This design comes from an exercise in tuning for small area on the open sky130 flow, not from production work.
In this exercise RTL edits were held to simulation tests only and were not proved equivalent to the original.
Power is estimated from default activity; no workload was simulated. The flow treats the clock pin as an ideal source, which a real chip does not have.

==> flow/design.v (outline; a module is shown in full before it is edited, if it fits) <==
// module top: 3241 lines
module top (
    input             clk,
    input             rst,
    input             div_ready,
    input             div_datavalid_i,
    input      [31:0] div_dividend_i,
    input      [31:0] div_divisor_i,
    output reg        div_doing_o,
    output reg        div_qrvalid_o,
    output reg [31:0] div_quotient_o,
    output reg [31:0] div_remainder_o
);
  // ...
==> flow/run.sh <==
#!/bin/bash
# synth_recipe.tcl (not shown) runs the flow's synth.tcl, then flattens the netlist and writes it again
# the make line also repeats each setting of config.mk as NAME=value (left out here)
make -C /OpenROAD-flow-scripts/flow DESIGN_CONFIG=/design/flow/config.mk WORK_HOME=/design/flow/orfs CLKGATE_MAP_FILE= SYNTH_SCRIPT=/design/flow/synth_recipe.tcl finish
==> flow/config.mk <==
export PLATFORM = sky130hd
export DESIGN_NAME = top
export DESIGN_NICKNAME = top
export VERILOG_FILES = /design/flow/design.v
export SDC_FILE = /design/flow/constraint.sdc
export NUM_CORES = 4
export LEC_CHECK = 0
export CAP_MARGIN = 20
export CORE_MARGIN = 2
export CORE_UTILIZATION = 40
export SLEW_MARGIN = 20
==> flow/constraint.sdc <==
create_clock -name core_clock -period 7.5 [get_ports {clk}]
set_input_delay 1.5000 -clock core_clock [delete_from_list [all_inputs] [get_ports {clk}]]
set_output_delay 1.5000 -clock core_clock [all_outputs]
set_load 0.01 [all_outputs]
==> summary.md, run 1 <==
| Metric | Value |
|---|---|
| Critical path launch point | b_s12[0] |
| Worst setup EP type | register |
| Die outline width | 413 um |
| Count of distinct cell types in the synthesized netlist | 89 |
| Finish-stage setup viols | 0 |
| Ys flop type | dfxtp_1 |
| Number of DRC violations after detailed-routing iteration 0 | 1676 |
| Portion of total power attributed to the clock network | 0.376 |
| CP peak stage delay | 0.53 ns |
| Core Area | 0.167 mm^2 |
| Cell class contributing the biggest share of worst-path delay | compound AO/OA/AOI/OAI gates |
| Area fraction of the dominant cell type after synthesis | 0.584 |
| Least setup slack across all paths after layout | 0.575 ns |
| Buf+Inv Stages, Crit Path | 3 |
| Share of total power in sequential cells | 0.510 |
| Worst Hold Path EP | a_s8[2] |
| Hold violation count in the final report | 0 |
| Result of the run | finished clean |
| Share of final layout cell area taken by non-clock buffers | 0.0238 |
| Complex-gate fraction of the synthesized area | 0.102 |
| EDFF count, synth | 0 |
| Count of cells along the worst register-to-register path | 25 |
| Clock distribution power | 0.00967 W |
| Hold crit path type | reg2reg |
| Maximum capacitance violations | 0 |
| Leading cell type in the layout, fill and taps excluded | dfxtp_1 |
| Parity-gate share of the synthesized area counting xor and xnor cells | 0.0352 |
| Number of sequential cells in the layout | 1955 |
| Post-route standard cell area excluding fillers | 0.0778 mm^2 |
| Combinational family with the most area after synthesis | adder cells |
| Routed wire per std cell | 14.6 um |
| Sum of met2 wire segment lengths after detailed routing | 60800 um |
| Switching Share | 0.242 |
| Initial core utilization | 0.402 |
| Number of register bits inferred by synthesis | 1955 |
| Cell Area, Placed | 0.0712 mm^2 |
| Reg-to-reg setup timing slack | 0.58 ns |
| Portion of the layout cell area used by clock cells | 0.0852 |
| Hold-fix buffers at CTS | 0 |
| Fraction of area in registers | 0.503 |
| Critical path class | reg2reg |
==> inputs of run 2 (changes only) <==
--- a/flow/config.mk
+++ b/flow/config.mk
@@ -9,3 +9,5 @@
 export CORE_MARGIN = 2
-export CORE_UTILIZATION = 40
+export CORE_UTILIZATION = 60
+export CTS_BUF_LIST = sky130_fd_sc_hd__clkbuf_8
+export CTS_CLUSTER_SIZE = 30
 export SLEW_MARGIN = 20
==> summary.md, run 2 <==
| Metric | Value |
|---|---|
| Unrepaired setup endpoints after global routing | no (unchanged) |
| Cell area power density | 325 mW/mm^2 (was 330 mW/mm^2) |
| Fin Hold WS | 0.268 ns (was 0.289 ns) |
| Maximum VDD drop | 0.220 mV (was 0.223 mV) |
| Total global routing track utilization | 0.216 (was 0.146) |
| Power after layout | 0.0248 W (was 0.0257 W) |
| Number of buffers on the longest clock path | 4 (was 3) |
| Netlist Area Pre-Place | 0.0670 mm^2 (unchanged) |
| Critical path launch point | a_s6[15] (was b_s12[0]) |
| CTS Root Cell | clkbuf_8 (was clkbuf_16) |
| Die outline width | 338 um (was 413 um) |
| Fraction of registers with async set or reset after synthesis | 0 (unchanged) |
| Non-filler instance count after layout | 7923 (was 8454) |
| Post-detailed-route count of antenna-violating nets | 0 (unchanged) |
| 1st-pass router iterations | 5 (unchanged) |
| Routability Congestion | 0.914 (was 0.870) |
| Number of sinks on the clock net | 1955 (unchanged) |
| Area Overhead vs Synth | 14.1% (was 16.2%) |
| Area fraction of the dominant cell type after synthesis | 0.584 (unchanged) |
| Worst-skew pair later-pin latency | 0.93 ns (was 0.85 ns) |
| Hold violation count in the final report | 0 (unchanged) |
| Global-route wire length before repair | 201000 um (about the same) |
| Placed Instances | 7392 (was 8112) |
| Port Buf Inserts | 133 (unchanged) |
| Core Area | 0.111 mm^2 (was 0.167 mm^2) |
| Synth Warn # | 1 (unchanged) |
| Leakage component of the power | 34.2 nW (was 33.9 nW) |
| Worst Max-Slew Pin Slew | 0.930 ns (was 1.03 ns) |
| Worst-path fanout max | 14 (was 21) |
| Sequential cell area fraction in the yosys report | 0.584 (unchanged) |
| Result of the run | finished clean (unchanged) |
| Die extent in y | 338 um (was 413 um) |
| Largest area contributor in the netlist | dfxtp_1 (unchanged) |
| Worst setup EP type | register (unchanged) |
| Final wirelength | 122000 um (was 124000 um) |
| Launch point of the worst reg-to-reg path | a_s6[15] (was b_s12[0]) |
| Average vias per placed instance | 5.06 (was 4.67) |
| Start point of the worst hold path | x_s29[15] (was a_s7[2]) |
| Highest-count cells in the layout ignoring fill and taps | 1954 x dfxtp_1, 581 x inv_1, 485 x ha_1 (was 1954 x dfxtp_1, 494 x inv_1, 485 x ha_1) |
| Num ports | 134 (unchanged) |
| Setup total negative slack | 0 ns (unchanged) |
| Largest net degree at the start of global routing | 111 (was 128) |
| H-tree levels | 5 (was 4) |
| Dominant cells by area after synthesis | dfxtp_1 58%, ha_1 9.1%, fa_1 4.0%, a21oi_1 3.0%, inv_1 2.8% (unchanged) |
| Final net count | 6905 (was 6784) |
| Initial core utilization | 0.605 (was 0.402) |
| Finish-stage setup viols | 0 (unchanged) |
| Leading cell type in the layout, fill and taps excluded | dfxtp_1 (unchanged) |
| EDFF count, synth | 0 (unchanged) |
| Number of DRC violations after detailed-routing iteration 0 | 1540 (was 1676) |
| Hold Path Cell Cnt | 0 (unchanged) |
| Cell Area, Placed | 0.0702 mm^2 (was 0.0712 mm^2) |
| Placement row count | 122 (was 150) |
| Cts bufs inserted | 312 (was 188) |
| Overall overflow remaining after global route | 0 (unchanged) |
| Number of register bits inferred by synthesis | 1955 (unchanged) |
| Share of the clock period used by the worst path after layout | 0.922 (was 0.923) |
| Worst endpoint data arrival time | 7.67 ns (was 7.60 ns) |
| Ys flop type | dfxtp_1 (unchanged) |
| Via total after detailed routing | 40077 (was 39458) |
| Initial antenna violation count | 4 (was 0) |
| Rel. slew slack | 0.364 (was 0.313) |
| Maximum capacitance violations | 0 (unchanged) |
| Required time worst endpoint | 8.25 ns (was 8.18 ns) |
| Period minus WS final | 6.91 ns (was 6.92 ns) |
| Number of global-route vias before repair | 39922 (was 39424) |
| DRC violation count after routing | 0 (unchanged) |
| Fmax | 145 MHz (was 144 MHz) |
| Count of cells along the worst register-to-register path | 25 (unchanged) |
| Routed wire per std cell | 15.4 um (was 14.6 um) |
| Count of distinct cell types in the synthesized netlist | 89 (unchanged) |
| Worst-case clock skew | 0.0612 ns (was 0.0892 ns) |
| Placed wire-length estimate after detailed placement | 92600 um (was 93300 um) |
| Hold crit path type | reg2reg (unchanged) |
| Max-slew violation count | 0 (unchanged) |
| Number of standard cells after synthesis | 5819 (unchanged) |
| Avg Cell Area, Syn | 11.5 um^2 (unchanged) |
| Critical path class | reg2reg (unchanged) |
| Layout cells sized above 1 | 0.0953 (was 0.0789) |
| Most numerous cell types in the synthesized netlist | 1955 x dfxtp_1, 494 x inv_1, 485 x ha_1 (unchanged) |
| Clock tree from TritonCTS | done (unchanged) |
| CP Launch Type | register (unchanged) |
| Area enclosed by the die boundary | 0.114 mm^2 (was 0.171 mm^2) |
| Synthesized Nets | 6505 (unchanged) |
| Post-route standard cell area excluding fillers | 0.0764 mm^2 (was 0.0778 mm^2) |
| Register clock-pin slew on the reported worst setup and hold paths | 0.06 ns (about the same) |
| Most frequently used cell type in the post-synthesis netlist | dfxtp_1 (unchanged) |
-- run 2: cell counts after synthesis --
No cell type changed its count.
-- run 2: final timing paths --
check | endpoint | slack, ns
hold reg to reg | x_s30[15] | 0.27
hold / removal | x_s30[15] | 0.27
setup / recovery | r_s7[16] | 0.59
setup reg to reg | r_s7[16] | 0.59
-- run 2: routing by layer --
metal  global-route usage  share of wire  up-vias
met3               0.0467          0.049      233
met2                0.367           0.48      734
li1                     -              -    20631
met4               0.0924          0.035        2
met1                0.265           0.44    18477
met5                    0        0.00011        -
-- run 2: cell families after synthesis --
group,Yosys count,share of synthesized area
flops,1955,0.584
simple gates,1061,0.0775
fa+ha+maj,618,0.130
xor+xnor,269,0.0352
buf+inv,601,0.0349
compound gates,1080,0.102
mux,235,0.0361
-- run 2: timing repair --
item                       4_1_cts  5_1_grt
resized for setup                0        1
setup endpoints to repair        0        1
hold buffers                     0        0
buffers inserted                 0        0
-- run 2: where the power goes --
part / total, W / internal, W / leakage, nW / switching [W]
combinational: 0.00291 / 0.00132 / 14.4 / 0.00159
sequential: 0.0132 / 0.0125 / 16.3 / 0.000707
clock: 0.00869 / 0.00490 / 3.50 / 0.00379
-- run 2: worst max-delay path, cell delays in order (launching register included) --
cell      delay [ns]
dfxtp_1         0.33
inv_1           0.04
ha_1            0.21
fa_1            0.41
a21o_1          0.20
a22o_1          0.21
a211oi_1        0.34
o31ai_1         0.22
nor4_1          0.21
a21oi_1         0.11
a21o_1          0.21
fa_1            0.36
or3_1           0.63
o21ai_1         0.35
inv_1           0.08
ha_1            0.28
a21o_1          0.18
a21o_1          0.19
a21oi_1         0.23
nand2_1         0.13
a221oi_2        0.37
o21ai_1         0.22
o41ai_2         0.34
o21ba_2         0.24
fa_1            0.42
mux2_2          0.26
-- run 2: through the flow --
step                 util  setup WS [ns]
floorplan               -           1.10
global placement    0.635        -0.0202
detailed placement  0.635        -0.0955
CTS                 0.690          0.406
global route        0.690          0.113
finish              0.690          0.586
-- run 2: final cells by class --
class,count,area (um^2)
Sequential cell,1955,39100
Fill cell,8247,34300
Multi-Input combinational cell,3263,25600
Clock buffer,375,5160
Inverter,497,1870
Tap cell,1488,1860
Timing Repair Buffer,190,1800
Clock inverter,150,982
Antenna cell,5,12.5
==> inputs of run 3 (changes only) <==
--- a/flow/config.mk
+++ b/flow/config.mk
@@ -10,4 +10,3 @@
 export CORE_UTILIZATION = 60
-export CTS_BUF_LIST = sky130_fd_sc_hd__clkbuf_8
-export CTS_CLUSTER_SIZE = 30
+export CTS_BUF_LIST = sky130_fd_sc_hd__clkbuf_4
 export SLEW_MARGIN = 20
==> summary.md, run 3 <==
| Metric | Value |
|---|---|
| Unrepaired setup endpoints after global routing | no (unchanged) |
| Number of buffers on the longest clock path | 4 (unchanged) |
| Period minus WS final | 6.93 ns (was 6.91 ns) |
| Number of sinks on the clock net | 1955 (unchanged) |
| EDFF count, synth | 0 (unchanged) |
| Critical path class | reg2reg (unchanged) |
| Area Overhead vs Synth | 13.5% (was 14.1%) |
| Cell class contributing the biggest share of worst-path delay | compound AO/OA/AOI/OAI gates (unchanged) |
| Port Buf Inserts | 133 (unchanged) |
| Fin Hold WS | 0.249 ns (was 0.268 ns) |
| Largest net degree at the start of global routing | 111 (unchanged) |
| Core Area | 0.111 mm^2 (unchanged) |
| Leakage component of the power | 34.2 nW (about the same) |
| Setup total negative slack | 0 ns (unchanged) |
| Final net count | 7053 (was 6905) |
| Area fraction of the dominant cell type after synthesis | 0.584 (unchanged) |
| CP Launch Type | register (unchanged) |
| Switching Share | 0.248 (was 0.246) |
| Most numerous cell types in the synthesized netlist | 1955 x dfxtp_1, 494 x inv_1, 485 x ha_1 (unchanged) |
| Hold violation count in the final report | 0 (unchanged) |
| Cell with the most instances on the worst path | a21o_1 (unchanged) |
| Number of global-route vias before repair | 41378 (was 39922) |
| Fraction of registers with async set or reset after synthesis | 0 (unchanged) |
| Worst-path fanout max | 14 (unchanged) |
| Worst endpoint data arrival time | 7.99 ns (was 7.67 ns) |
| Sequential cell area fraction in the yosys report | 0.584 (unchanged) |
| Net Sw Power | 0.00599 W (was 0.00609 W) |
| Dominant cells by area after synthesis | dfxtp_1 58%, ha_1 9.1%, fa_1 4.0%, a21oi_1 3.0%, inv_1 2.8% (unchanged) |
| Slowest stage cell on the critical path | or3_1 (unchanged) |
| Number of register bits inferred by synthesis | 1955 (unchanged) |
| Placement row count | 122 (unchanged) |
| Required time worst endpoint | 8.56 ns (was 8.25 ns) |
| Worst setup EP type | register (unchanged) |
| Placed wire-length estimate after detailed placement | 92600 um (unchanged) |
| Netlist Area Pre-Place | 0.0670 mm^2 (unchanged) |
| Clock tree from TritonCTS | done (unchanged) |
| Cts bufs inserted | 460 (was 312) |
| H-tree levels | 5 (unchanged) |
| 1st-pass router iterations | 5 (unchanged) |
| Synth Warn # | 1 (unchanged) |
| Number of standard cells after synthesis | 5819 (unchanged) |
| Routed wire per std cell | 14.9 um (was 15.4 um) |
| DRC violation count after routing | 0 (unchanged) |
| Layout cells sized above 1 | 0.134 (was 0.0953) |
| Rel. slew slack | 0.347 (was 0.364) |
| Hold crit path type | reg2reg (unchanged) |
| Maximum capacitance violations | 0 (unchanged) |
| Worst Max-Slew Pin Slew | 0.954 ns (was 0.930 ns) |
| Overall overflow remaining after global route | 0 (unchanged) |
| Fmax | 144 MHz (was 145 MHz) |
| Ys flop type | dfxtp_1 (unchanged) |
| Worst-case clock skew | 0.120 ns (was 0.0612 ns) |
| Setup Fix Bufs, Post-CTS | 0 (unchanged) |
| Proportion of power drawn by combinational gates | 0.120 (was 0.117) |
| Global-route wire length before repair | 203000 um (was 201000 um) |
| Avg Cell Area, Syn | 11.5 um^2 (unchanged) |
| Num ports | 134 (unchanged) |
| Worst slack at placement | -0.0955 ns (unchanged) |
| Die extent in y | 338 um (unchanged) |
| Maximum VDD drop | 0.234 mV (was 0.220 mV) |
| Count of distinct cell types in the synthesized netlist | 89 (unchanged) |
| Initial antenna violation count | 4 (unchanged) |
| Finish-stage setup viols | 0 (unchanged) |
| Leading cell type in the layout, fill and taps excluded | dfxtp_1 (unchanged) |
| Number of DRC violations after detailed-routing iteration 0 | 1552 (was 1540) |
| Internal power contribution | 0.0181 W (was 0.0187 W) |
| Share of the clock period used by the worst path after layout | 0.924 (was 0.922) |
| Worst-skew pair later-pin latency | 1.24 ns (was 0.93 ns) |
| Max-slew violation count | 0 (unchanged) |
| Synthesized Nets | 6505 (unchanged) |
| CP peak stage delay | 0.63 ns (about the same) |
| Die outline width | 338 um (unchanged) |
| Portion of total power attributed to the clock network | 0.333 (was 0.350) |
| Most frequently used cell type in the post-synthesis netlist | dfxtp_1 (unchanged) |
| Buf+Inv Stages, Crit Path | 2 (unchanged) |
| Result of the run | finished clean (unchanged) |
| Power after layout | 0.0241 W (was 0.0248 W) |
| Cell area power density | 318 mW/mm^2 (was 325 mW/mm^2) |
| Average vias per placed instance | 5.00 (was 5.06) |
| CTS Root Cell | clkbuf_4 (was clkbuf_8) |
| Share of total power in sequential cells | 0.546 (was 0.532) |
| Fillers | 8388 (was 8247) |
| Register clock-pin slew on the reported worst setup and hold paths | 0.06 ns (about the same) |
| FF/Latch Area | 0.0391 mm^2 (unchanged) |
| Initial core utilization | 0.605 (unchanged) |
| Routability Congestion | 0.914 (unchanged) |
| Highest-count cells in the layout ignoring fill and taps | 1954 x dfxtp_1, 699 x clkbuf_4, 494 x inv_1 (was 1954 x dfxtp_1, 581 x inv_1, 485 x ha_1) |
| Area enclosed by the die boundary | 0.114 mm^2 (unchanged) |
| Largest area contributor in the netlist | dfxtp_1 (unchanged) |
| Final wirelength | 122000 um (about the same) |
| Total global routing track utilization | 0.218 (was 0.216) |
| Via total after detailed routing | 40998 (was 40077) |
| Least setup slack across all paths after layout | 0.567 ns (was 0.586 ns) |
| Area used by multi-input combinational logic | 0.0256 mm^2 (unchanged) |
| Post-detailed-route count of antenna-violating nets | 0 (unchanged) |
## run 3: worst register-to-register path, stage by stage, from the launching register on
cell      delay, ns
dfxtp_1        0.33
inv_1          0.05
ha_1           0.22
fa_1           0.41
a21o_1         0.20
a22o_1         0.21
a211oi_1       0.34
o31ai_1        0.22
nor4_1         0.21
a21oi_1        0.11
a21o_1         0.21
fa_1           0.36
or3_1          0.63
o21ai_1        0.35
inv_1          0.08
ha_1           0.28
a21o_1         0.18
a21o_1         0.19
a21oi_1        0.23
nand2_1        0.13
a221oi_2       0.36
o21ai_1        0.22
o41ai_2        0.34
o21ba_2        0.24
fa_1           0.42
mux2_2         0.26
## run 3: repair_timing
action                     CTS  global route
hold buffers                 0             0
gates resized for setup      0             1
setup endpoints to repair    0             1
## run 3: final cells by class
type                    count  share of cell area
clock buffers             698              0.0689
well taps                1488              0.0245
clock inverters            94             0.00645
flip-flops and latches   1955               0.515
diodes                     12            0.000395
repair buffers            190              0.0236
multi-input cells        3263               0.337
inverters                 497              0.0245
## run 3: power by group through the flow
stage | Clock (W) | Sequential (W) | Combinational (W)
5_1_grt | 0.00895 | 0.0134 | 0.00330
3_5_place_dp | 0 | 0.0134 | 0.00288
2_1_floorplan | 0 | 0.0131 | 0.00228
3_3_place_gp | 0 | 0.0134 | 0.00282
6_report | 0.00805 | 0.0132 | 0.00290
4_1_cts | 0.00837 | 0.0132 | 0.00290
## run 3: final timing paths
path                            startpoint         to  slack [ns]  cells past startpoint
worst max-delay path              a_s6[15]   r_s7[16]        0.57                     25
worst min-delay path             q_s12[11]  q_s13[13]        0.25                      0
worst max register to register    a_s6[15]   r_s7[16]        0.57                     25
worst min register to register   q_s12[11]  q_s13[13]        0.25                      0
## run 3: metal layers
| layer | vias up | wire, um | track usage |
|---|---|---|---|
| met5 | - | 13 | 0 |
| met1 | 18805 | 53200 | 0.259 |
| met4 | 2 | 4440 | 0.107 |
| li1 | 21200 | - | - |
| met2 | 763 | 58400 | 0.367 |
| met3 | 228 | 6090 | 0.0548 |
## run 3: metrics by stage
stage | cell area, um^2 | cells | util
3_5_place_dp | 70200 | 7392 | 0.635
5_1_grt | 76000 | 8191 | 0.687
3_3_place_gp | 70200 | 7392 | 0.635
2_1_floorplan | 67000 | 5819 | -
4_1_cts | 76000 | 8184 | 0.686
6_report | 76000 | 8197 | 0.687
## run 3: kinds of logic after synthesis
group,share of synthesized area
xor gates and xnor gates,0.0352
muxes,0.0361
adders and majority gates,0.130
AOI/OAI and AO/OA,0.102
DFF,0.584
and+or+nand+nor,0.0775
buffers and inverters,0.0349
==> inputs of run 4 (changes only) <==
--- a/flow/config.mk
+++ b/flow/config.mk
@@ -9,4 +9,5 @@
 export CORE_MARGIN = 2
-export CORE_UTILIZATION = 60
-export CTS_BUF_LIST = sky130_fd_sc_hd__clkbuf_4
+export CORE_UTILIZATION = 40
+export CTS_CLUSTER_DIAMETER = 120
+export CTS_CLUSTER_SIZE = 30
 export SLEW_MARGIN = 20
==> summary.md, run 4 <==
| Metric | Value |
|---|---|
| Via total after detailed routing | 38567 (was 40998) |
| Combinational family with the most area after synthesis | adder cells (unchanged) |
| Post-Synth Simple-Gate Area | 0.0775 (unchanged) |
| Area Overhead vs Synth | 9.56% (was 13.5%) |
| Most numerous cell types in the synthesized netlist | 1955 x dfxtp_1, 494 x inv_1, 485 x ha_1 (unchanged) |
| Proportion of power drawn by combinational gates | 0.139 (was 0.120) |
| Launch point of the worst reg-to-reg path | b_s12[0] (was a_s6[15]) |
| Worst-path fanout max | 21 (was 14) |
| Sequential cell area fraction in the yosys report | 0.584 (unchanged) |
| Number of DRC violations after detailed-routing iteration 0 | 1723 (was 1552) |
| Worst-skew pair later-pin latency | 0.74 ns (was 1.24 ns) |
| Non-filler instance count after layout | 8201 (was 8197) |
| Fillers | 15304 (was 8388) |
| Maximum capacitance violations | 0 (unchanged) |
| Leading cell type in the layout, fill and taps excluded | dfxtp_1 (unchanged) |
| Complex-gate fraction of the synthesized area | 0.102 (unchanged) |
| Placement row count | 150 (was 122) |
| 1st-pass router iterations | 5 (unchanged) |
| Average vias per placed instance | 4.70 (was 5.00) |
| Capture point of the worst reg-to-reg path | r_s13[6] (was r_s7[16]) |
| Post-detailed-route count of antenna-violating nets | 0 (unchanged) |
| Routability Congestion | 0.870 (was 0.914) |
| Fin Hold WS | 0.310 ns (was 0.249 ns) |
| CP Launch Type | register (unchanged) |
| Parity-gate share of the synthesized area counting xor and xnor cells | 0.0352 (unchanged) |
| Portion of total power attributed to the clock network | 0.238 (was 0.333) |
| Core Area | 0.167 mm^2 (was 0.111 mm^2) |
| Ys flop type | dfxtp_1 (unchanged) |
| Highest-count cells in the layout ignoring fill and taps | 1954 x dfxtp_1, 494 x inv_1, 485 x ha_1 (was 1954 x dfxtp_1, 699 x clkbuf_4, 494 x inv_1) |
| Number of sinks on the clock net | 1955 (unchanged) |
| Placed wire-length estimate after detailed placement | 93300 um (was 92600 um) |
| Worst endpoint data arrival time | 7.54 ns (was 7.99 ns) |
| Share of the clock period used by the worst path after layout | 0.923 (was 0.924) |
| Period minus WS final | 6.92 ns (was 6.93 ns) |
| Synth Warn # | 1 (unchanged) |
| Count of cells along the worst register-to-register path | 25 (unchanged) |
| Switching Share | 0.251 (was 0.248) |
| Initial core utilization | 0.402 (was 0.605) |
| Number of register bits inferred by synthesis | 1955 (unchanged) |
| Final net count | 6672 (was 7053) |
| Final wirelength | 120000 um (was 122000 um) |
| Die outline width | 413 um (was 338 um) |
| Fraction of registers with async set or reset after synthesis | 0 (unchanged) |
| Most frequently used cell type in the post-synthesis netlist | dfxtp_1 (unchanged) |
| DRC violation count after routing | 0 (unchanged) |
| Area enclosed by the die boundary | 0.171 mm^2 (was 0.114 mm^2) |
| Avg Cell Area, Syn | 11.5 um^2 (unchanged) |
| Result of the run | finished clean (unchanged) |
| Worst setup path endpoint | r_s13[6] (was r_s7[16]) |
| Layout cells sized above 1 | 0.0449 (was 0.134) |
| Post-cts sizing count | 0 (unchanged) |
| Dominant cells by area after synthesis | dfxtp_1 58%, ha_1 9.1%, fa_1 4.0%, a21oi_1 3.0%, inv_1 2.8% (unchanged) |
| Setup Fix Bufs, Post-CTS | 0 (unchanged) |
| Worst-case clock skew | 0.0492 ns (was 0.120 ns) |
| Worst slack at placement | -0.248 ns (was -0.0955 ns) |
| Largest net degree at the start of global routing | 128 (was 111) |
| Number of standard cells after synthesis | 5819 (unchanged) |
| Routed wire per std cell | 14.7 um (was 14.9 um) |
| Internal power contribution | 0.0157 W (was 0.0181 W) |
| Net Sw Power | 0.00527 W (was 0.00599 W) |
| Global-route wire length before repair | 196000 um (was 203000 um) |
| Placed Instances | 8112 (was 7392) |
| Hold-fix buffers at CTS | 0 (unchanged) |
| Critical path launch point | b_s12[0] (was a_s6[15]) |
| Register clock-pin slew on the reported worst setup and hold paths | 0.12 ns (was 0.06 ns) |
| Total inserted antenna cells | 0 (was 12) |
| Fmax | 144 MHz (about the same) |
| Finish-stage setup viols | 0 (unchanged) |
| Required time worst endpoint | 8.12 ns (was 8.56 ns) |
| Critical path class | reg2reg (unchanged) |
| Reg-to-reg setup timing slack | 0.58 ns (was 0.57 ns) |
| Initial antenna violation count | 0 (was 4) |
| Unrepaired setup endpoints after global routing | no (unchanged) |
| H-tree levels | 3 (was 5) |
| Worst Max-Slew Pin Slew | 1.02 ns (was 0.954 ns) |
| Count of distinct cell types in the synthesized netlist | 89 (unchanged) |
| Cell area power density | 286 mW/mm^2 (was 318 mW/mm^2) |
| Netlist Area Pre-Place | 0.0670 mm^2 (unchanged) |
| Num ports | 134 (unchanged) |
| Utilization after layout | 0.440 (was 0.687) |
| Multiplexer fraction of the synthesized cell area | 0.0361 (unchanged) |
| EDFF count, synth | 0 (unchanged) |
| Rel. slew slack | 0.318 (was 0.347) |
| Clock tree from TritonCTS | done (unchanged) |
| Share of total power in sequential cells | 0.623 (was 0.546) |
| Worst setup EP type | register (unchanged) |
| Hold violation count in the final report | 0 (unchanged) |
| Total global routing track utilization | 0.141 (was 0.218) |
| Synthesized Nets | 6505 (unchanged) |
| Least setup slack across all paths after layout | 0.576 ns (was 0.567 ns) |
| Max-slew violation count | 0 (unchanged) |
| Leakage component of the power | 31.8 nW (was 34.2 nW) |
| Number of buffers on the longest clock path | 3 (was 4) |
| Hold crit path type | reg2reg (unchanged) |
| Number of global-route vias before repair | 38154 (was 41378) |
| Die extent in y | 413 um (was 338 um) |
| Area fraction of the dominant cell type after synthesis | 0.584 (unchanged) |
| Largest area contributor in the netlist | dfxtp_1 (unchanged) |
| Adder and majority gate portion of the synthesized area | 0.130 (unchanged) |
| CTS Root Cell | clkbuf_16 (was clkbuf_4) |
| Port Buf Inserts | 133 (unchanged) |
| Overall overflow remaining after global route | 0 (unchanged) |
| Cts bufs inserted | 76 (was 460) |
| Maximum VDD drop | 0.218 mV (was 0.234 mV) |
[run 4: cell counts after synthesis]
No cell type changed its count.
[run 4: metal layers]
layer  share of wire  track usage  vias to the layer above
li1                -            -                    19966
met1            0.45        0.173                    17903
met2            0.49        0.255                      527
met3           0.031       0.0188                      171
met4           0.028       0.0448                        0
met5               0            0                        -
[run 4: power groups by stage]
stage / clock [W] / combinational, W / sequential [W]
floorplan: 0 / 0.00228 / 0.0131
CTS: 0.00524 / 0.00294 / 0.0131
finish: 0.00500 / 0.00292 / 0.0131
global placement: 0 / 0.00284 / 0.0133
global route: 0.00558 / 0.00332 / 0.0133
detailed placement: 0 / 0.00292 / 0.0134
[run 4: cells by family after synthesis]
group,Yosys count
adders and majority gates,618
xor gates and xnor gates,269
DFF,1955
muxes,235
and+or+nand+nor,1061
AOI/OAI and AO/OA,1080
buffers and inverters,601
[run 4: worst min path at each step]
stage	cells after the start	startpoint	to
2_1_floorplan	0	a_s9[0]	a_s10[0]
3_3_place_gp	0	a_s0[21]	a_s1[21]
3_5_place_dp	0	a_s0[19]	a_s1[19]
4_1_cts	0	a_s8[4]	a_s9[4]
5_1_grt	0	a_s8[4]	a_s9[4]
6_report	0	a_s8[4]	a_s9[4]
[run 4: area by class of cell]
type                            instances  area, um^2  share of cell area
Clock buffer                           76        1900              0.0259
Clock inverter                         13         292             0.00397
Timing Repair Buffer                  193        1860              0.0253
Tap cell                             2204        2760              0.0376
Sequential cell                      1955       39100               0.533
Inverter                              497        1870              0.0254
Multi-Input combinational cell       3263       25600               0.349
[run 4: per-stage QoR]
stage	TNS, ns	instance area [um^2]	total power, W
CTS	0	73400	0.0213
global placement	-0.761	71200	0.0162
global route	0	73400	0.0222
finish	0	73400	0.0210
floorplan	0	67000	0.0153
detailed placement	-0.961	71200	0.0163
[run 4: critical path: stages (launching register included)]
cell	delay, ns
dfxtp_1	0.41
ha_1	0.23
fa_1	0.43
a211oi_1	0.25
o21bai_1	0.16
o211a_1	0.30
a311oi_2	0.54
nor3b_1	0.17
o21ai_2	0.25
a31oi_1	0.23
a21oi_4	0.37
buf_4	0.41
mux2i_2	0.49
inv_1	0.09
ha_1	0.25
a21oi_1	0.18
nor2_1	0.07
nor3b_1	0.16
o21ai_0	0.11
a21oi_1	0.21
o221ai_1	0.24
a211o_1	0.37
a31o_2	0.33
buf_4	0.23
nor3b_1	0.25
a21oi_1	0.06
==> inputs of run 5 (changes only) <==
--- a/flow/config.mk
+++ b/flow/config.mk
@@ -10,4 +10,4 @@
 export CORE_UTILIZATION = 40
-export CTS_CLUSTER_DIAMETER = 120
-export CTS_CLUSTER_SIZE = 30
+export CTS_CLUSTER_DIAMETER = 100
+export CTS_CLUSTER_SIZE = 24
 export SLEW_MARGIN = 20
==> summary.md, run 5 <==
| Metric | Value |
|---|---|
| Final net count | 6689 (was 6672) |
| Die outline width | 413 um (unchanged) |
| Worst-case clock skew | 0.0546 ns (was 0.0492 ns) |
| Sequential cell area fraction in the yosys report | 0.584 (unchanged) |
| Placed wire-length estimate after detailed placement | 93300 um (unchanged) |
| Fillers | 15266 (was 15304) |
| Result of the run | finished clean (unchanged) |
| Cts bufs inserted | 93 (was 76) |
| Worst-skew pair later-pin latency | 0.78 ns (was 0.74 ns) |
| Number of global-route vias before repair | 38388 (was 38154) |
| Core Area | 0.167 mm^2 (unchanged) |
| DRC violation count after routing | 0 (unchanged) |
| Least setup slack across all paths after layout | 0.539 ns (was 0.576 ns) |
| Synthesized Nets | 6505 (unchanged) |
| Share of the clock period used by the worst path after layout | 0.928 (was 0.923) |
| Post-detailed-route count of antenna-violating nets | 0 (unchanged) |
| CP Launch Type | register (unchanged) |
| Clock tree from TritonCTS | done (unchanged) |
| Global-route wire length before repair | 197000 um (was 196000 um) |
| Unrepaired setup endpoints after global routing | no (unchanged) |
| Hold violation count in the final report | 0 (unchanged) |
| Worst endpoint data arrival time | 7.60 ns (was 7.54 ns) |
| Cell area power density | 290 mW/mm^2 (was 286 mW/mm^2) |
| 1st-pass router iterations | 5 (unchanged) |
| Portion of total power attributed to the clock network | 0.253 (was 0.238) |
| Num ports | 134 (unchanged) |
| Average vias per placed instance | 4.71 (was 4.70) |
| Rel. slew slack | 0.311 (was 0.318) |
| Reg-to-reg setup timing slack | 0.54 ns (was 0.58 ns) |
| Maximum VDD drop | 0.196 mV (was 0.218 mV) |
| Initial antenna violation count | 0 (unchanged) |
| Hold crit path type | reg2reg (unchanged) |
| Max-slew violation count | 0 (unchanged) |
| Layout cells sized above 1 | 0.0474 (was 0.0449) |
| Leading cell type in the layout, fill and taps excluded | dfxtp_1 (unchanged) |
| Post-cts sizing count | 0 (unchanged) |
| Routed wire per std cell | 14.7 um (about the same) |
| Most frequently used cell type in the post-synthesis netlist | dfxtp_1 (unchanged) |
| Launch point of the worst reg-to-reg path | b_s12[0] (unchanged) |
| Proportion of power drawn by combinational gates | 0.136 (was 0.139) |
| Setup Fix Bufs, Post-CTS | 0 (unchanged) |
| Count of cells along the worst register-to-register path | 25 (unchanged) |
| EDFF count, synth | 0 (unchanged) |
| Dominant cells by area after synthesis | dfxtp_1 58%, ha_1 9.1%, fa_1 4.0%, a21oi_1 3.0%, inv_1 2.8% (unchanged) |
| Worst setup EP type | register (unchanged) |
| Fraction of registers with async set or reset after synthesis | 0 (unchanged) |
| Placement row count | 150 (unchanged) |
| Area fraction of the dominant cell type after synthesis | 0.584 (unchanged) |
| Highest-count cells in the layout ignoring fill and taps | 1954 x dfxtp_1, 494 x inv_1, 485 x ha_1 (unchanged) |
| Synth Warn # | 1 (unchanged) |
| Number of buffers on the longest clock path | 3 (unchanged) |
| Port Buf Inserts | 133 (unchanged) |
| Fmax | 144 MHz (about the same) |
| Number of standard cells after synthesis | 5819 (unchanged) |
| Hold Path Cell Cnt | 0 (unchanged) |
| Routability Congestion | 0.870 (unchanged) |
| Internal power contribution | 0.0161 W (was 0.0157 W) |
| Avg Cell Area, Syn | 11.5 um^2 (unchanged) |
| H-tree levels | 3 (unchanged) |
| Count of distinct cell types in the synthesized netlist | 89 (unchanged) |
| Leakage component of the power | 32.0 nW (was 31.8 nW) |
| Worst Hold Path EP | x_s16[9] (was a_s9[4]) |
| Largest net degree at the start of global routing | 128 (unchanged) |
| Final wirelength | 121000 um (was 120000 um) |
| Hold-fix buffers at CTS | 0 (unchanged) |
| Start point of the worst hold path | x_s15[9] (was a_s8[4]) |
| Critical path class | reg2reg (unchanged) |
| CTS Root Cell | clkbuf_16 (unchanged) |
| Required time worst endpoint | 8.13 ns (was 8.12 ns) |
| Switching Share | 0.250 (was 0.251) |
| Finish-stage setup viols | 0 (unchanged) |
| Period minus WS final | 6.96 ns (was 6.92 ns) |
| Die extent in y | 413 um (unchanged) |
| Worst-path fanout max | 21 (unchanged) |
| Area enclosed by the die boundary | 0.171 mm^2 (unchanged) |
| Netlist Area Pre-Place | 0.0670 mm^2 (unchanged) |
| Number of register bits inferred by synthesis | 1955 (unchanged) |
| Total global routing track utilization | 0.142 (was 0.141) |
| Via total after detailed routing | 38688 (was 38567) |
| Area Overhead vs Synth | 10.2% (was 9.56%) |
| Maximum capacitance violations | 0 (unchanged) |
| Worst slack at placement | -0.248 ns (unchanged) |
| Initial core utilization | 0.402 (unchanged) |
| Critical path launch point | b_s12[0] (unchanged) |
| Largest area contributor in the netlist | dfxtp_1 (unchanged) |
| Number of sinks on the clock net | 1955 (unchanged) |
| Most numerous cell types in the synthesized netlist | 1955 x dfxtp_1, 494 x inv_1, 485 x ha_1 (unchanged) |
| Worst Max-Slew Pin Slew | 1.03 ns (was 1.02 ns) |
| Share of total power in sequential cells | 0.611 (was 0.623) |
| Capture point of the worst reg-to-reg path | r_s13[6] (unchanged) |
| Net Sw Power | 0.00535 W (was 0.00527 W) |
| Number of DRC violations after detailed-routing iteration 0 | 1692 (was 1723) |
| Utilization after layout | 0.442 (was 0.440) |
| Ys flop type | dfxtp_1 (unchanged) |
| Overall overflow remaining after global route | 0 (unchanged) |
| Register clock-pin slew on the reported worst setup and hold paths | 0.10 ns (was 0.12 ns) |
-- run 5: worst max-delay path by stage --
stage / slack (ns) / end
floorplan: 1.10 / r_s0[1]
global placement: -0.21 / r_s0[2]
detailed placement: -0.25 / r_s0[1]
CTS: 0.37 / r_s13[6]
global route: 0.06 / r_s13[6]
finish: 0.54 / r_s13[6]
-- run 5: logic make-up after synthesis --
family	synth area share
buf+inv	0.0349
fa+ha+maj	0.130
flops	0.584
compound gates	0.102
simple gates	0.0775
xor+xnor	0.0352
mux	0.0361
-- run 5: layout make-up --
type,count,area [um^2],area share
clock inverter,11,245,0.00332
inverter,497,1870,0.0253
timing repair buffer,193,1860,0.0251
clock buffer,97,2350,0.0319
multi-input combinational,3263,25600,0.347
sequential,1955,39100,0.530
antenna,1,2.50,0.0000339
tap,2204,2760,0.0374
-- run 5: metal layers --
metal	GRT usage	vias up	part of all wire
met5	0	-	0
met4	0.0473	0	0.029
met3	0.0201	183	0.030
met2	0.256	521	0.49
met1	0.173	17983	0.45
li1	-	20001	-
-- run 5: per-stage QoR --
step | std cells | hold slack [ns] | power, W | setup TNS, ns | cell area (um^2)
floorplan | 5819 | 0.310 | 0.0153 | 0 | 67000
global placement | 8111 | 0.310 | 0.0162 | -0.761 | 71200
detailed placement | 8112 | 0.312 | 0.0163 | -0.961 | 71200
CTS | 8220 | 0.292 | 0.0218 | 0 | 73800
global route | 8220 | 0.295 | 0.0227 | 0 | 73800
finish | 8221 | 0.302 | 0.0214 | 0 | 73800
-- run 5: power groups by stage --
stage	Clock [W]	Combinational, W	Sequential (W)
final	0.00542	0.00292	0.0131
after global routing	0.00604	0.00332	0.0133
after CTS	0.00568	0.00294	0.0131
after detailed placement	0	0.00292	0.0134
after global placement	0	0.00284	0.0133
after floorplan	0	0.00228	0.0131
-- run 5: critical path: stages, from the launching register on --
cell and delay (ns):
dfxtp_1 0.41, ha_1 0.23, fa_1 0.43, a211oi_1 0.26
o21bai_1 0.17, o211a_1 0.30, a311oi_2 0.54, nor3b_1 0.18
o21ai_2 0.26, a31oi_1 0.23, a21oi_4 0.36, buf_4 0.41
mux2i_2 0.47, inv_1 0.08, ha_1 0.25, a21oi_1 0.19
nor2_1 0.07, nor3b_1 0.16, o21ai_0 0.11, a21oi_1 0.21
o221ai_1 0.24, a211o_1 0.37, a31o_2 0.33, buf_4 0.23
nor3b_1 0.25, a21oi_1 0.06
==> inputs of run 6 (changes only) <==
==> flow/flow/run.sh (new file) <==
#!/bin/bash
# Standard layout, with clock tree synthesis told not to add dummy loads.
set -euo pipefail
export CTS_ARGS="-sink_clustering_enable -repair_clock_nets -dont_use_dummy_load"
bash standard.sh > standard_flow.log 2>&1
==> flow/standard.sh (new file) <==
#!/bin/bash
# synth_recipe.tcl (not shown) runs the flow's synth.tcl, then flattens the netlist and writes it again
# the make line also repeats each setting of config.mk as NAME=value (left out here)
make -C /OpenROAD-flow-scripts/flow DESIGN_CONFIG=/design/flow/config.mk WORK_HOME=/design/flow/orfs CLKGATE_MAP_FILE= SYNTH_SCRIPT=/design/flow/synth_recipe.tcl "${@:-finish}"
--- a/flow/config.mk
+++ b/flow/config.mk
@@ -10,4 +10,2 @@
 export CORE_UTILIZATION = 40
-export CTS_CLUSTER_DIAMETER = 100
-export CTS_CLUSTER_SIZE = 24
 export SLEW_MARGIN = 20
removed: flow/run.sh
==> summary.md, run 6 <==
| Metric | Value |
|---|---|
| Number of DRC violations after detailed-routing iteration 0 | 1656 (was 1692) |
| Internal power contribution | 0.0182 W (was 0.0161 W) |
| Start point of the worst hold path | x_s16[13] (was x_s15[9]) |
| Most numerous cell types in the synthesized netlist | 1955 x dfxtp_1, 494 x inv_1, 485 x ha_1 (unchanged) |
| Capture point of the worst reg-to-reg path | r_s13[6] (unchanged) |
| Average vias per placed instance | 4.73 (was 4.71) |
| Synth Warn # | 1 (unchanged) |
| Max-slew violation count | 0 (unchanged) |
| Number of sinks on the clock net | 1955 (unchanged) |
| Worst slack at placement | -0.248 ns (unchanged) |
| 1st-pass router iterations | 5 (unchanged) |
| Placed wire-length estimate after detailed placement | 93300 um (unchanged) |
| Required time worst endpoint | 8.13 ns (about the same) |
| Cell area power density | 313 mW/mm^2 (was 290 mW/mm^2) |
| Die outline width | 413 um (unchanged) |
| Largest area contributor in the netlist | dfxtp_1 (unchanged) |
| Launch point of the worst reg-to-reg path | b_s12[0] (unchanged) |
| Die extent in y | 413 um (unchanged) |
| Worst-path fanout max | 21 (unchanged) |
| Maximum capacitance violations | 0 (unchanged) |
| Hold-fix buffers at CTS | 0 (unchanged) |
| Core Area | 0.167 mm^2 (unchanged) |
| Count of distinct cell types in the synthesized netlist | 89 (unchanged) |
| Non-filler instance count after layout | 8301 (was 8221) |
| Area Overhead vs Synth | 13.3% (was 10.2%) |
| Initial core utilization | 0.402 (unchanged) |
| Total global routing track utilization | 0.145 (was 0.142) |
| Fraction of registers with async set or reset after synthesis | 0 (unchanged) |
| Net Sw Power | 0.00561 W (was 0.00535 W) |
| Routed wire per std cell | 14.8 um (was 14.7 um) |
| Rel. slew slack | 0.324 (was 0.311) |
| Register clock-pin slew on the reported worst setup and hold paths | 0.06 ns (was 0.10 ns) |
| Post-cts sizing count | 0 (unchanged) |
| Final wirelength | 123000 um (was 121000 um) |
| Area enclosed by the die boundary | 0.171 mm^2 (unchanged) |
| Share of total power in sequential cells | 0.551 (was 0.611) |
| EDFF count, synth | 0 (unchanged) |
| Number of standard cells after synthesis | 5819 (unchanged) |
| Clock tree from TritonCTS | done (unchanged) |
| Portion of total power attributed to the clock network | 0.326 (was 0.253) |
| Slowest stage cell on the critical path | a311oi_2 (unchanged) |
| Critical path class | reg2reg (unchanged) |
| Via total after detailed routing | 39233 (was 38688) |
| Routability Congestion | 0.870 (unchanged) |
| Post-detailed-route count of antenna-violating nets | 0 (unchanged) |
| Hold violation count in the final report | 0 (unchanged) |
| Finish-stage setup viols | 0 (unchanged) |
| Maximum VDD drop | 0.222 mV (was 0.196 mV) |
| Proportion of power drawn by combinational gates | 0.123 (was 0.136) |
| Setup Fix Bufs, Post-CTS | 0 (unchanged) |
| Fmax | 143 MHz (was 144 MHz) |
| Largest net degree at the start of global routing | 128 (unchanged) |
| Global-route wire length before repair | 199000 um (was 197000 um) |
| Count of cells along the worst register-to-register path | 25 (unchanged) |
| CP peak stage delay | 0.58 ns (was 0.54 ns) |
| Overall overflow remaining after global route | 0 (unchanged) |
| Worst Hold Path EP | x_s17[13] (was x_s16[9]) |
| Dominant cells by area after synthesis | dfxtp_1 58%, ha_1 9.1%, fa_1 4.0%, a21oi_1 3.0%, inv_1 2.8% (unchanged) |
| H-tree levels | 4 (was 3) |
| Worst setup EP type | register (unchanged) |
| Cts bufs inserted | 188 (was 93) |
| Period minus WS final | 6.97 ns (was 6.96 ns) |
| Utilization after layout | 0.455 (was 0.442) |
| Most frequently used cell type in the post-synthesis netlist | dfxtp_1 (unchanged) |
| Netlist Area Pre-Place | 0.0670 mm^2 (unchanged) |
| Buf+Inv Stages, Crit Path | 3 (unchanged) |
| Leakage component of the power | 33.0 nW (was 32.0 nW) |
| Number of buffers on the longest clock path | 3 (unchanged) |
| Initial antenna violation count | 0 (unchanged) |
| Placed Instances | 8112 (unchanged) |
| Area fraction of the dominant cell type after synthesis | 0.584 (unchanged) |
| Num ports | 134 (unchanged) |
| Placement row count | 150 (unchanged) |
| Result of the run | finished clean (unchanged) |
| Cell class contributing the biggest share of worst-path delay | compound AO/OA/AOI/OAI gates (unchanged) |
| Power after layout | 0.0238 W (was 0.0214 W) |
| Switching Share | 0.236 (was 0.250) |
| Final net count | 6784 (was 6689) |
| Fillers | 15057 (was 15266) |
| Avg Cell Area, Syn | 11.5 um^2 (unchanged) |
| Worst-case clock skew | 0.116 ns (was 0.0546 ns) |
| DRC violation count after routing | 0 (unchanged) |
| Synthesized Nets | 6505 (unchanged) |
| Unrepaired setup endpoints after global routing | no (unchanged) |
| CP Launch Type | register (unchanged) |
| Worst-skew pair later-pin latency | 0.82 ns (was 0.78 ns) |
| Hold crit path type | reg2reg (unchanged) |
| Share of the clock period used by the worst path after layout | 0.930 (was 0.928) |
| Ys flop type | dfxtp_1 (unchanged) |
| Leading cell type in the layout, fill and taps excluded | dfxtp_1 (unchanged) |
| Hold Path Cell Cnt | 0 (unchanged) |
| Worst endpoint data arrival time | 7.60 ns (about the same) |
| Worst Max-Slew Pin Slew | 1.01 ns (was 1.03 ns) |
| Reg-to-reg setup timing slack | 0.53 ns (was 0.54 ns) |
| Highest-count cells in the layout ignoring fill and taps | 1954 x dfxtp_1, 494 x inv_1, 485 x ha_1 (unchanged) |
| Number of global-route vias before repair | 39226 (was 38388) |
| Sequential cell area fraction in the yosys report | 0.584 (unchanged) |
| Least setup slack across all paths after layout | 0.526 ns (was 0.539 ns) |
| Number of register bits inferred by synthesis | 1955 (unchanged) |
| Port Buf Inserts | 133 (unchanged) |
| CTS Root Cell | clkbuf_16 (unchanged) |
| Layout cells sized above 1 | 0.0604 (was 0.0474) |
-- run 6: changes by cell type in the layout (fill, tap and decap cells not counted) --
cell,before,now
clkinv_16,6,0
clkbuf_1,3,0
clkbuf_16,93,188
clkbuf_8,1,0
inv_6,2,0
inv_16,2,0
clkinvlp_4,1,0
-- run 6: area by class of cell --
type	instances	area, um^2	area share
Tap cell	2204	2760	0.0363
Antenna cell	1	2.50	0.0000330
Timing Repair Buffer	193	1860	0.0244
Inverter	497	1870	0.0246
Sequential cell	1955	39100	0.516
Clock buffer	188	4700	0.0620
Multi-Input combinational cell	3263	25600	0.337
-- run 6: metrics by stage --
step / hold slack [ns] / setup TNS [ns] / area (um^2)
2_1_floorplan: 0.310 / 0 / 67000
3_3_place_gp: 0.310 / -0.761 / 71200
3_5_place_dp: 0.312 / -0.961 / 71200
4_1_cts: 0.281 / 0 / 75900
5_1_grt: 0.271 / 0 / 75900
6_report: 0.274 / 0 / 75900
-- run 6: worst max path at each step --
stage	end	startpoint	depth (start not counted)
detailed placement	r_s0[1]	div_divisor_i[27]	24
finish	r_s13[6]	b_s12[0]	25
floorplan	r_s0[1]	div_divisor_i[4]	22
global placement	r_s0[2]	div_divisor_i[27]	24
CTS	r_s13[6]	b_s12[0]	25
global route	r_s13[6]	a_s12[3]	26
-- run 6: power groups by stage --
stage	Combinational, W	Sequential (W)	Clock [W]
finish	0.00293	0.0131	0.00775
global route	0.00332	0.0133	0.00841
CTS	0.00294	0.0132	0.00804
detailed placement	0.00292	0.0134	0
global placement	0.00284	0.0133	0
floorplan	0.00228	0.0131	0
-- run 6: cells by family (layout without fill, tap and decap cells) --
group / count (synthesis) / count (layout) / synth area share
and+or+nand+nor: 1061 / 1061 / 0.0775
adders and majority gates: 618 / 618 / 0.130
buffers and inverters: 601 / 878 / 0.0349
DFF: 1955 / 1955 / 0.584
xor gates and xnor gates: 269 / 269 / 0.0352
AOI/OAI and AO/OA: 1080 / 1080 / 0.102
other: 0 / 1 / 0
muxes: 235 / 235 / 0.0361
-- run 6: metal layers --
layer / GRT usage / up-vias / part of all wire
li1: - / 20195 / -
met1: 0.172 / 18176 / 0.44
met2: 0.258 / 637 / 0.49
met3: 0.0256 / 225 / 0.034
met4: 0.0564 / 0 / 0.033
met5: 0 / - / 0
==> inputs of run 7 (changes only) <==
==> flow/flow/run.sh (replaced) <==
#!/bin/bash
# Standard layout, with clock tree synthesis told not to add dummy loads and to use larger sink clusters.
set -euo pipefail
export CTS_ARGS="-sink_clustering_enable -repair_clock_nets -dont_use_dummy_load -sink_clustering_size 30 -sink_clustering_max_diameter 120"
bash standard.sh > standard_flow.log 2>&1
==> summary.md, run 7 <==
| Metric | Value |
|---|---|
| Met1 Track Usage GR | 0.173 (was 0.172) |
| Met3 demand-to-capacity share in global routing | 0.0170 (was 0.0256) |
| Count of cells along the worst register-to-register path | 24 (was 25) |
| Via total after detailed routing | 38536 (was 39233) |
| Routability Congestion | 0.870 (unchanged) |
| Number of buffers on the longest clock path | 3 (unchanged) |
| Cts bufs inserted | 76 (was 188) |
| Area fraction of the dominant cell type after synthesis | 0.584 (unchanged) |
| Global-route wire length before repair | 195000 um (was 199000 um) |
| Finish-stage setup viols | 0 (unchanged) |
| Combinational family with the most area after synthesis | adder cells (unchanged) |
| Period minus WS final | 6.95 ns (was 6.97 ns) |
| Unrepaired setup endpoints after global routing | no (unchanged) |
| Final wirelength | 120000 um (was 123000 um) |
| Final net count | 6672 (was 6784) |
| 1st-pass router iterations | 5 (unchanged) |
| Critical path class | reg2reg (unchanged) |
| Highest-count cells in the layout ignoring fill and taps | 1954 x dfxtp_1, 494 x inv_1, 485 x ha_1 (unchanged) |
| Adder and majority gate portion of the synthesized area | 0.130 (unchanged) |
| Rel. slew slack | 0.317 (was 0.324) |
| Utilization after layout | 0.438 (was 0.455) |
| Post-detailed-route count of antenna-violating nets | 0 (unchanged) |
| Parity-gate share of the synthesized area counting xor and xnor cells | 0.0352 (unchanged) |
| Worst-path fanout max | 21 (unchanged) |
| Number of global-route vias before repair | 38094 (was 39226) |
| Leakage component of the power | 31.7 nW (was 33.0 nW) |
| Number of standard cells after synthesis | 5819 (unchanged) |
| H-tree levels | 3 (was 4) |
| Largest net degree at the start of global routing | 128 (unchanged) |
| Fin Hold WS | 0.283 ns (was 0.274 ns) |
| CP peak stage delay | 0.57 ns (was 0.58 ns) |
| Buf+Inv Stages, Crit Path | 3 (unchanged) |
| Depth of the critical timing path with buffers and inverters included | 24 (was 25) |
| Count of distinct cell types in the synthesized netlist | 89 (unchanged) |
| Hold violation count in the final report | 0 (unchanged) |
| Dominant cells by area after synthesis | dfxtp_1 58%, ha_1 9.1%, fa_1 4.0%, a21oi_1 3.0%, inv_1 2.8% (unchanged) |
| Worst Max-Slew Pin Slew | 1.02 ns (was 1.01 ns) |
| Register clock-pin slew on the reported worst setup and hold paths | 0.12 ns (was 0.06 ns) |
| Total inserted antenna cells | 0 (was 1) |
| Initial antenna violation count | 0 (unchanged) |
| Fmax | 144 MHz (was 143 MHz) |
| Overall overflow remaining after global route | 0 (unchanged) |
| Total global routing track utilization | 0.141 (was 0.145) |
| DRC violation count after routing | 0 (unchanged) |
| Met2 Track Usage GR | 0.255 (was 0.258) |
| Launch point of the worst reg-to-reg path | b_s12[0] (unchanged) |
| Netlist Area Pre-Place | 0.0670 mm^2 (unchanged) |
| Port Buf Inserts | 133 (unchanged) |
| Placement row count | 150 (unchanged) |
| Routed wire per std cell | 14.7 um (was 14.8 um) |
| Die extent in y | 413 um (unchanged) |
| Cell area power density | 284 mW/mm^2 (was 313 mW/mm^2) |
| Area Overhead vs Synth | 9.13% (was 13.3%) |
| Placed wire-length estimate after detailed placement | 93300 um (unchanged) |
| Share of the clock period used by the worst path after layout | 0.927 (was 0.930) |
| Critical path launch point | b_s12[0] (unchanged) |
| Core Area | 0.167 mm^2 (unchanged) |
| Area enclosed by the die boundary | 0.171 mm^2 (unchanged) |
| Number of DRC violations after detailed-routing iteration 0 | 1674 (was 1656) |
| Fillers | 15331 (was 15057) |
| Busiest layer in global routing | met2 (unchanged) |
| EDFF count, synth | 0 (unchanged) |
| Die outline width | 413 um (unchanged) |
| Synth Warn # | 1 (unchanged) |
| Num ports | 134 (unchanged) |
| Initial core utilization | 0.402 (unchanged) |
| Post-Synth Simple-Gate Area | 0.0775 (unchanged) |
| Fraction of registers with async set or reset after synthesis | 0 (unchanged) |
| Slowest stage cell on the critical path | a311oi_2 (unchanged) |
| Cell class contributing the biggest share of worst-path delay | compound AO/OA/AOI/OAI gates (unchanged) |
| Sequential cell area fraction in the yosys report | 0.584 (unchanged) |
| Leading cell type in the layout, fill and taps excluded | dfxtp_1 (unchanged) |
| Synthesized Nets | 6505 (unchanged) |
| Area used by multi-input combinational logic | 0.0256 mm^2 (unchanged) |
| Ys flop type | dfxtp_1 (unchanged) |
| Worst-skew pair later-pin latency | 0.74 ns (was 0.82 ns) |
| Required time worst endpoint | 8.07 ns (was 8.13 ns) |
| Layout cells sized above 1 | 0.0428 (was 0.0604) |
| Average vias per placed instance | 4.71 (was 4.73) |
| Number of register bits inferred by synthesis | 1955 (unchanged) |
| Number of sinks on the clock net | 1955 (unchanged) |
| Worst-case clock skew | 0.100 ns (was 0.116 ns) |
| Result of the run | finished clean (unchanged) |
| Clock tree from TritonCTS | done (unchanged) |
| Complex-gate fraction of the synthesized area | 0.102 (unchanged) |
| Cell Chain, Critical Path | ha_1, fa_1, a211oi_1, o21bai_1, o211a_1, a311oi_2, nor3b_1, o21ai_2, a31oi_1, a21oi_4, buf_4, mux2i_2, inv_1, ha_1, a21oi_1, nor2_1, nor3b_1, o21ai_0, a21oi_1, o221ai_1, a211o_1, a31o_2, buf_4, mux2_2 |
| Most numerous cell types in the synthesized netlist | 1955 x dfxtp_1, 494 x inv_1, 485 x ha_1 (unchanged) |
| Start point of the worst hold path | x_s14[9] (was x_s16[13]) |
| Largest area contributor in the netlist | dfxtp_1 (unchanged) |
| Most frequently used cell type in the post-synthesis netlist | dfxtp_1 (unchanged) |
| FF/Latch Area | 0.0391 mm^2 (unchanged) |
| CP Launch Type | register (unchanged) |
| CTS Root Cell | clkbuf_16 (unchanged) |
| Maximum capacitance violations | 0 (unchanged) |
| Hold crit path type | reg2reg (unchanged) |
| Avg Cell Area, Syn | 11.5 um^2 (unchanged) |
| Maximum VDD drop | 0.217 mV (was 0.222 mV) |
| Power after layout | 0.0207 W (was 0.0238 W) |
| Hold Path Cell Cnt | 0 (unchanged) |
| Max-slew violation count | 0 (unchanged) |
| Worst endpoint data arrival time | 7.52 ns (was 7.60 ns) |
| Setup total negative slack | 0 ns (unchanged) |
| Multiplexer fraction of the synthesized cell area | 0.0361 (unchanged) |
| Worst setup EP type | register (unchanged) |
## run 7: final cells by class
type | count | share of cell area
Inverter | 497 | 0.0255
Multi-Input combinational cell | 3263 | 0.350
Tap cell | 2204 | 0.0377
Timing Repair Buffer | 193 | 0.0254
Clock buffer | 76 | 0.0260
Sequential cell | 1955 | 0.535
## run 7: logic make-up (layout without fill, tap and decap cells)
family | Yosys count | after routing
and+or+nand+nor | 1061 | 1061
xor gates and xnor gates | 269 | 269
buffers and inverters | 601 | 766
adders and majority gates | 618 | 618
muxes | 235 | 235
AOI/OAI and AO/OA | 1080 | 1080
DFF | 1955 | 1955
## run 7: metrics by stage
step           instances  cell area, um^2  worst slack, ns
2_1_floorplan       5819            67000             1.10
3_3_place_gp        8111            71200           -0.207
3_5_place_dp        8112            71200           -0.248
4_1_cts             8188            73100            0.399
5_1_grt             8188            73100           0.0474
6_report            8188            73100            0.546
## run 7: repair_timing
action                     4_1_cts  5_1_grt
setup endpoints to repair        0        1
buffers inserted                 0        0
hold buffers                     0        0
resized for setup                0        1
## run 7: final timing paths
check | to | slack (ns)
worst max-delay path | r_s13[8] | 0.55
worst min-delay path | x_s15[9] | 0.28
worst max register to register | r_s13[8] | 0.55
worst min register to register | x_s15[9] | 0.28
## run 7: report_power, final
group | switching, W | internal, W
clock network | 0.00289 | 0.00183
registers | 0.000623 | 0.0125
logic | 0.00159 | 0.00133
## run 7: metal layers
| layer | up-vias | share of wire |
|---|---|---|
| met2 | 493 | 0.49 |
| met1 | 17931 | 0.45 |
| li1 | 19946 | - |
| met3 | 166 | 0.028 |
| met4 | 0 | 0.029 |
| met5 | - | 0 |

==> static timing again, ports no longer ideal <==
No port has a modelled driver above. Below, the same layouts with a new extraction and two added sets of constraints. Step 1 assumes that a clkbuf_16 drives the clock port and a buf_2 every other input. Step 2 adds t to the input delays and takes it off the output delays; t is the mean of the earliest and latest rising clock arrival at the registers after step 1. Input paths then give back, and output paths get back, about the clock's delay inside the block. Three values: ideal ports, drivers, drivers and shift; two values: the first two.
run | t (ns) | slack for setup (ns) | worst hold slack (ns) | latest minus earliest clock arrival (ns) | pins driven straight from the clock port
run 1 | 0.890 | 0.575 / 0.575 / -0.059 | 0.289 / 0.289 / 0.289 | 0.090 / 0.090 | 1
run 2 | 0.961 | 0.586 / 0.586 / 0.265 | 0.268 / 0.268 / 0.268 | 0.073 / 0.074 | 1
run 3 | 1.262 | 0.567 / 0.567 / 0.211 | 0.249 / 0.249 / 0.249 | 0.153 / 0.153 | 1
run 4 | 0.795 | 0.576 / 0.576 / -0.056 | 0.310 / 0.310 / 0.310 | 0.060 / 0.061 | 1
run 5 | 0.830 | 0.539 / 0.539 / -0.080 | 0.302 / 0.302 / 0.302 | 0.057 / 0.057 | 1
run 6 | 0.847 | 0.526 / 0.526 / -0.049 | 0.274 / 0.274 / 0.274 | 0.130 / 0.130 | 1
run 7 | 0.774 | 0.546 / 0.546 / -0.088 | 0.283 / 0.283 / 0.283 | 0.110 / 0.109 | 1
With both steps, setup timing fails in 5 of these runs, where it was met with ideal ports.
